What follows belongs to an exercise in optimizing a design on an open flow for small area, a short achievable clock period and few clock cycles per item; a production flow would make more cautious choices. Function was checked by simulation only, so behaviour that the tests miss may differ from the original. The clock port is modelled as an ideal driver; clocking choices that lean on that would not hold on a real chip. Power figures rest on the tool's default switching activity, not on a simulated workload.

==> flow/design.v (excerpt) <==
module tick_pipeline(
  clk, rst, in_valid, in_price, out_valid, out_signal, fast_dbg, slow_dbg
);
Settings: LEC_CHECK=0, CAP_MARGIN=20, CORE_MARGIN=2, CORE_UTILIZATION=80, CTS_BUF_LIST=sky130_fd_sc_hd__clkbuf_4 sky130_fd_sc_hd__clkbuf_8, SETUP_SLACK_MARGIN=2.0, SLEW_MARGIN=20; clock period 5.5 ns.
standard.sh (not shown) runs the stock make flow with config.mk's settings and CLKGATE_MAP_FILE= SYNTH_SCRIPT=/design/flow/synth_recipe.tcl, a recipe that flattens the netlist after the stock synthesis.
==> flow/flow/run.sh <==
#!/bin/bash
# The standard layout (standard.sh), with small port buffers, and a post-CTS
# hook (flow/skew.tcl) that clocks the tick-mode registers from their own
# clock buffer ahead of the tree's leaves.
set -euo pipefail
bash standard.sh "BUFFER_PORTS_ARGS=-buffer_cell sky130_fd_sc_hd__buf_1" \
  "POST_CTS_TCL=$(pwd)/flow/skew.tcl" finish > flow.log 2>&1
==> flow/flow/skew.tcl <==
# Post-CTS hook: clock the registers of the tick's mode (tick_upd, tick_ld,
# seeded) from their own clock buffer on the clock port, ahead of the tree's
# leaves. Their inputs come from the ports, where slack is ample; their
# outputs feed only registers inside the design (the EMAs and out_valid),
# whose paths from them gain the time. Then repair timing again.
set block [ord::get_db_block]
set db [ord::get_db]
set master [$db findMaster sky130_fd_sc_hd__clkbuf_16]
set clknet [$block findNet clk]
if { $clknet == "NULL" } { error "skew.tcl: no clk net" }

set flops {}
foreach inst [$block getInsts] {
  set name [$inst getName]
  if { [regexp {^(tick_upd|tick_ld|seeded)\$} $name] } {
    lappend flops $inst
  }
}
puts "skew.tcl: [llength $flops] mode registers"
if { [llength $flops] == 0 } { error "skew.tcl: no mode registers found" }

# place the buffer at the registers' centroid; detailed placement legalizes it
set sx 0
set sy 0
foreach f $flops {
  set loc [$f getLocation]
  set sx [expr { $sx + [lindex $loc 0] }]
  set sy [expr { $sy + [lindex $loc 1] }]
}
set n [llength $flops]
set buf [odb::dbInst_create $block $master clkbuf_early]
$buf setLocation [expr { int($sx / $n) }] [expr { int($sy / $n) }]
$buf setPlacementStatus PLACED
set early [odb::dbNet_create $block clknet_early]
$early setSigType CLOCK
[$buf findITerm A] connect $clknet
[$buf findITerm X] connect $early
foreach f $flops {
  set it [$f findITerm CLK]
  $it disconnect
  $it connect $early
}
global_connect

detailed_placement
check_placement -verbose
estimate_parasitics -placement
report_clock_skew
repair_timing_helper
detailed_placement
check_placement -verbose
The starting point went through all stages and came out clean.
Testbench counts at the start, summed over its fixed seeds: cycles 32,016, items 32,000.
Then changed:
- CORE_UTILIZATION: 80 -> 65
- SETUP_SLACK_MARGIN: 2.0 -> 2.15
=> Via count is lower by about 12%; power is lower by about 2.5%; final cell count is higher by 3.5%; setup slack is better by 230 ps; wire length is lower by about 14%; utilization is lower by 15 points; register-to-register slack is better by 230 ps; global-route usage is lower by 12 points; sequential share of layout area is lower by 0.59 points; design area is higher by 2.4%; first-iteration DRC count is lower by about 40%.
Then changed:
- SETUP_SLACK_MARGIN: 2.15 -> 2.3
Outcome: Global-route usage came out higher by 0.49 points. Cell area rose by 2.0%. Area after synthesis is unchanged. Clock skew stays flat. Wire length climbs by 1.6%. Die area does not change. Combinational power goes up by about 4%. Synthesized cell count does not change. Setup slack improved by 89 ps.

---

Setup of the baseline:
The RTL this note starts from:
==> flow/design.v <==
`timescale 1ns/1ps
module ma_core_ema(clk, in_valid, seeded, in_price, out_avg);
  parameter ALPHA_SH = 4;
  localparam W = 32 + ALPHA_SH;
  input clk;
  input in_valid;
  input seeded;
  input  [31:0] in_price;
  output [31:0] out_avg;
  reg [31:0] out_avg;
  wire [W-1:0] x_ext = {{ALPHA_SH{in_price[31]}}, in_price};
  wire [W-1:0] a_ext = {{ALPHA_SH{out_avg[31]}}, out_avg};
  wire [W-1:0] t;
  generate
    if (ALPHA_SH == 1) begin : g_two
      assign t = x_ext + a_ext;
    end else begin : g_csa
      wire [W-1:0] p = {out_avg, {ALPHA_SH{1'b0}}};
      wire [W-1:0] n = ~a_ext;
      wire [W-1:0] s = x_ext ^ p ^ n;
      wire [W-1:0] c = (x_ext & p) | (x_ext & n) | (p & n);
      assign t = s + {c[W-2:0], 1'b1};
    end
  endgenerate
  always @(posedge clk)
    if (in_valid)
      out_avg <= seeded ? t[W-1:ALPHA_SH] : in_price;
endmodule
`timescale 1ns/1ps
module tick_pipeline(
  clk, rst, in_valid, in_price, out_valid, out_signal, fast_dbg, slow_dbg
);
  parameter FAST_ALPHA_SH = 1;
  parameter SLOW_ALPHA_SH = 6;
  input clk;
  input rst;
  input in_valid;
  input  [31:0] in_price;
  output        out_valid;
  output [1:0]  out_signal;
  output [31:0] fast_dbg;
  output [31:0] slow_dbg;
  wire accept = in_valid & ~rst;
  reg seeded;
  reg out_valid_r;
  reg [1:0] signal_r;
  wire [31:0] fast_avg, slow_avg;
  ma_core_ema #(.ALPHA_SH(FAST_ALPHA_SH)) u_fast (
    .clk(clk), .in_valid(accept), .seeded(seeded),
    .in_price(in_price), .out_avg(fast_avg)
  );
  ma_core_ema #(.ALPHA_SH(SLOW_ALPHA_SH)) u_slow (
    .clk(clk), .in_valid(accept), .seeded(seeded),
    .in_price(in_price), .out_avg(slow_avg)
  );
  always @(posedge clk) begin
    out_valid_r <= accept;
    seeded      <= ~rst & (seeded | in_valid);
    if (!seeded)
      signal_r <= 2'b00;
    else if (fast_avg > slow_avg)
      signal_r <= 2'b01;
    else if (fast_avg < slow_avg)
      signal_r <= 2'b11;
    else
      signal_r <= 2'b00;
  end
  assign out_valid  = out_valid_r;
  assign out_signal = signal_r;
  assign fast_dbg   = fast_avg;
  assign slow_dbg   = slow_avg;
endmodule
Settings: LEC_CHECK=0, CAP_MARGIN=20, CORE_MARGIN=2, CORE_UTILIZATION=40, SLEW_MARGIN=20; clock period 5.5 ns.
run.sh (not shown) runs the stock make flow with config.mk's settings and CLKGATE_MAP_FILE= SYNTH_SCRIPT=/design/flow/synth_recipe.tcl, a recipe that flattens the netlist after the stock synthesis.
Stock flow here: none of the scripts above is used.
Testbench counts of the baseline, summed over its fixed seeds: cycles 32,008, items 32,000.
Input changes introduced in the candidate (baseline for comparison: the baseline):
diff --git a/flow/config.mk b/flow/config.mk
--- a/flow/config.mk
+++ b/flow/config.mk
@@ -7,2 +7,3 @@
 export LEC_CHECK = 0
+export ABC_CLOCK_PERIOD_IN_PS = 2500
 export CAP_MARGIN = 20
@@ -10,2 +11,3 @@
 export CORE_UTILIZATION = 40
+export SETUP_SLACK_MARGIN = 2.5
 export SLEW_MARGIN = 20
## What came out
- The candidate reached the end of the flow, and the finished layout is clean on the timing, DRC and antenna checks.
- Critical path depth up 1 in the candidate wrt the baseline
- Compared with the baseline, in the candidate worst setup slack higher, wire length of the first global-routing pass higher.
- Changes observed in the candidate relative to the baseline: total power of the final layout increased 0.88 mW; sequential power did not really move.
- Wire length per cell after detailed routing was lower in the run labelled the baseline.

-- re-timing with driven ports --
The flow's constraints put no driver on any port. The routed layouts listed below were extracted and timed again, unchanged, in two steps. Step 1 sets driving cells, clkbuf_16 on the clock port and buf_2 on the other inputs (assumed; they add their load-dependent delay and slew). Step 2, shift: input delay + t, output delay - t, t = (earliest + latest rising clock arrival at the registers) / 2. This alone moves slack from input paths to output paths. Slacks: no drivers / after step 1 / after step 2; pairs: no drivers / after step 1.
run	shift t [ns]	setup WS [ns]	worst setup path at the end	clock arrival spread, ns	cell pins on the clock port's net
the first run of note 1	0.305	2.078 / 2.078 / 2.078	register to register	0.306 / 0.307	2
the second run of note 1	0.300	2.310 / 2.310 / 2.310	register to register	0.298 / 0.297	2
the third run of note 1	0.299	2.398 / 2.398 / 2.398	register to register	0.295 / 0.295	2
the baseline	0.388	0.980 / 0.996 / 0.609	input to register	0.007 / 0.007	1
the candidate	0.383	1.905 / 1.903 / 1.520	input to register	0.015 / 0.014	1
In the first run of note 1 the clock reaches the registers at very different times; t lies between them, and the last value is a rough guide only. For the candidate, which loses most, drivers alone change the setup slack by -0.002 ns; drivers and shift together by -0.385 ns.
